Background: an optimization exercise with open tools, aiming at small area, a short achievable clock period and few clock cycles per item. Do not read the settings as production practice.
The RTL was checked by simulation tests, not by an equivalence proof against the original design.
Power is estimated from default activity; no workload was simulated.

// bit_population_counter
module bit_population_counter #(
  parameter WIDTH = 128,
  parameter SLICE = 6
)(
  input                               clk_i,
  input                               srst_i,
  input        [(WIDTH-1):0]          data_i,
  input                               data_val_i,
  output logic [$clog2(WIDTH):0]      data_o,
  output logic                        data_val_o
);
==> flow/config.mk <==
export PLATFORM = sky130hd
export DESIGN_NAME = bit_population_counter
export DESIGN_NICKNAME = bit_population_counter
export VERILOG_FILES = /design/flow/design.v
export SDC_FILE = /design/flow/constraint.sdc
export NUM_CORES = 4
export LEC_CHECK = 0
export CAP_MARGIN = 20
export CORE_MARGIN = 2
export CORE_UTILIZATION = 40
export CTS_BUF_LIST = sky130_fd_sc_hd__clkbuf_8
export CTS_CLUSTER_DIAMETER = 60
export CTS_CLUSTER_SIZE = 24
export SETUP_SLACK_MARGIN = 1.1
export SLEW_MARGIN = 20
export SYNTH_HIERARCHICAL = 1
export SYNTH_MINIMUM_KEEP_SIZE = 0
==> flow/constraint.sdc <==
create_clock -name core_clock -period 2.5 [get_ports {clk_i}]
set_input_delay 0.5000 -clock core_clock [delete_from_list [all_inputs] [get_ports {clk_i}]]
set_output_delay 0.5000 -clock core_clock [all_outputs]
set_load 0.01 [all_outputs]
standard.sh (not shown) runs the stock make flow with config.mk's settings and CLKGATE_MAP_FILE= SYNTH_SCRIPT=/design/flow/synth_recipe.tcl, a recipe that flattens the netlist after the stock synthesis.
==> flow/flow/run.sh <==
#!/bin/bash
# The standard layout (bash standard.sh), with the smallest buffer,
# sky130_fd_sc_hd__buf_1, on every input and output port (the resizer may
# still upsize it where timing needs), and clock tree synthesis without
# dummy loads. Each tool's output goes to its own log.
set -o pipefail
export BUFFER_PORTS_ARGS="-buffer_cell sky130_fd_sc_hd__buf_1"
export CTS_ARGS="-sink_clustering_enable -repair_clock_nets -dont_use_dummy_load -sink_clustering_size 24 -sink_clustering_max_diameter 60 -buf_list sky130_fd_sc_hd__clkbuf_8"
bash standard.sh > standard.log 2>&1
The baseline passed the timing, design-rule and antenna checks.
Testbench counts at the start, summed over its fixed seeds: cycles 8,048, items 8,000.
Then changed:
==> flow/flow/run.sh (replaced) <==
#!/bin/bash
# The standard layout (bash standard.sh), with the smallest buffer,
# sky130_fd_sc_hd__buf_1, on every input and output port; the resizer may
# still upsize it where timing needs. Each tool's output goes to its own log.
set -o pipefail
export BUFFER_PORTS_ARGS="-buffer_cell sky130_fd_sc_hd__buf_1"
bash standard.sh > standard.log 2>&1
--- a/flow/config.mk
+++ b/flow/config.mk
@@ -9,7 +9,4 @@
 export CORE_MARGIN = 2
 export CORE_UTILIZATION = 40
-export CTS_BUF_LIST = sky130_fd_sc_hd__clkbuf_8
-export CTS_CLUSTER_DIAMETER = 60
-export CTS_CLUSTER_SIZE = 24
 export SETUP_SLACK_MARGIN = 1.1
 export SLEW_MARGIN = 20
Power grows by 22%.
Via count rises by 1.5%.
Worst setup slack gets better by 0.011 ns.
Wire length climbs by 2.0%.
Area after synthesis does not change.
Final cell count increases by 2.5%.
Synthesized cell count is unchanged.
Utilization came out higher by 3.3 points.
Design area increases by 6.6%.
Combinational power stays flat.
Clock skew went down by 0.017 ns.

========
v31:
Another version of the RTL of bit_population_counter (not shown whole).
Size in the first run: roughly 260 cells after synthesis, ~130 flip-flops, roughly 5100 um2 of cells after synthesis.
Settings: LEC_CHECK=0, CAP_MARGIN=20, CORE_MARGIN=2, CORE_UTILIZATION=60, SETUP_SLACK_MARGIN=1.05, SLEW_MARGIN=20, SYNTH_HIERARCHICAL=1, SYNTH_MINIMUM_KEEP_SIZE=0; clock period 2.5 ns.
==> flow/flow/run.sh <==
#!/bin/bash
# The standard layout (bash standard.sh), with the smallest buffer,
# sky130_fd_sc_hd__buf_1, on every input and output port (the resizer may
# still upsize it where timing needs), and clock tree synthesis without
# dummy loads. Each tool's output goes to its own log.
set -o pipefail
export BUFFER_PORTS_ARGS="-buffer_cell sky130_fd_sc_hd__buf_1"
export CTS_ARGS="-sink_clustering_enable -repair_clock_nets -dont_use_dummy_load -buf_list sky130_fd_sc_hd__clkbuf_8"
bash standard.sh > standard.log 2>&1
Testbench counts of v31, summed over its fixed seeds: cycles 8,048, items 8,000.
Changes in v3 relative to v31:
- CORE_UTILIZATION: 60 -> 75
Notes after the runs:
Run status, v3: aborted in detailed placement (3_5_place_dp), error DPL-0033. Compared with v31, in v3 starting utilization of the core area picked up an extra 14 points; count of different cell masters after synthesis about even; area after synthesis has remained practically unchanged. Of v3 and v31, it is v3 that has the lower number of rows in the core area. [compare] base=v31 new=v3: routability-driven placement congestion ratio climbed 12%; post-DP HPWL went up 3000 um.

========
== trial 23 ==
bit_population_counter again, from the RTL that the note above started with.
## bit_population_counter
module bit_population_counter #(
  parameter WIDTH = 128,
  parameter SLICE = 6
)(
  input                               clk_i,
  input                               srst_i,
  input        [(WIDTH-1):0]          data_i,
  input                               data_val_i,
  output logic [$clog2(WIDTH):0]      data_o,
  output logic                        data_val_o
);
==> flow/config.mk <==
export PLATFORM = sky130hd
export DESIGN_NAME = bit_population_counter
export DESIGN_NICKNAME = bit_population_counter
export VERILOG_FILES = /design/flow/design.v
export SDC_FILE = /design/flow/constraint.sdc
export NUM_CORES = 4
export LEC_CHECK = 0
export CAP_MARGIN = 20
export CORE_MARGIN = 2
export CORE_UTILIZATION = 40
export SETUP_SLACK_MARGIN = 1.05
export SLEW_MARGIN = 20
export SYNTH_HIERARCHICAL = 1
export SYNTH_MINIMUM_KEEP_SIZE = 0
==> flow/constraint.sdc <==
create_clock -name core_clock -period 2.5 [get_ports {clk_i}]
set_input_delay 0.5000 -clock core_clock [delete_from_list [all_inputs] [get_ports {clk_i}]]
set_output_delay 0.5000 -clock core_clock [all_outputs]
set_load 0.01 [all_outputs]
Scripts as last shown in full above: flow/flow/run.sh
Testbench counts of trial 23, summed over its fixed seeds: cycles 8,048, items 8,000.
Setup changes, trial 23 to build 98
- swapping 1.05 for 1.15 in SETUP_SLACK_MARGIN
--- outcome ---
The hold slack in build 98 sits 0.011 ns above the value recorded for trial 23.
[build 98] sequential share of layout area fell 0.62 points relative to trial 23
Compared with trial 23, build 98 is hungrier on power.
Changes observed in build 98 relative to trial 23: fill cell instance count of the final layout fell 9; cell leakage power about even; combined global-route utilization of all metal layers about even; cell area rose 150 sq um.
Power in the clock group essentially unchanged between trial 23 and build 98.

[port drivers added, routing unchanged]
How much do the figures lean on ideal ports? The routed layouts below were timed once more, with nothing changed but the port constraints. Step 1 assumes that a clkbuf_16 drives the clock port and a buf_2 every other input. Step 2 also shifts input and output timing later by t, the mid clock arrival at the registers, as if the neighbouring blocks saw the same clock. Three values: ideal, step 1, step 2; two values: the first two.
run | t, ns | slack for setup (ns) | worst hold slack (ns) | worst data-port slew with drivers (ns) | pins driven straight from the clock port
the first run of note 1 | 0.438 | 1.000 / 1.000 / 0.751 | 0.318 / 0.306 / 0.318 | 0.04 | 1
the second run of note 1 | 0.435 | 1.012 / 1.012 / 0.747 | 0.322 / 0.319 / 0.322 | 0.04 | 1
v31 | 0.441 | 1.007 / 1.007 / 0.758 | 0.279 / 0.272 / 0.313 | 0.04 | 1
trial 23 | 0.430 | 0.986 / 0.986 / 0.755 | 0.307 / 0.296 / 0.325 | 0.04 | 1
build 98 | 0.438 | 0.997 / 0.997 / 0.746 | 0.318 / 0.307 / 0.318 | 0.04 | 1
After both steps setup and hold are still met in every run listed. The setup slack of the second run of note 1, which loses most, moves by 0.000 ns with the drivers and by -0.265 ns with both steps.
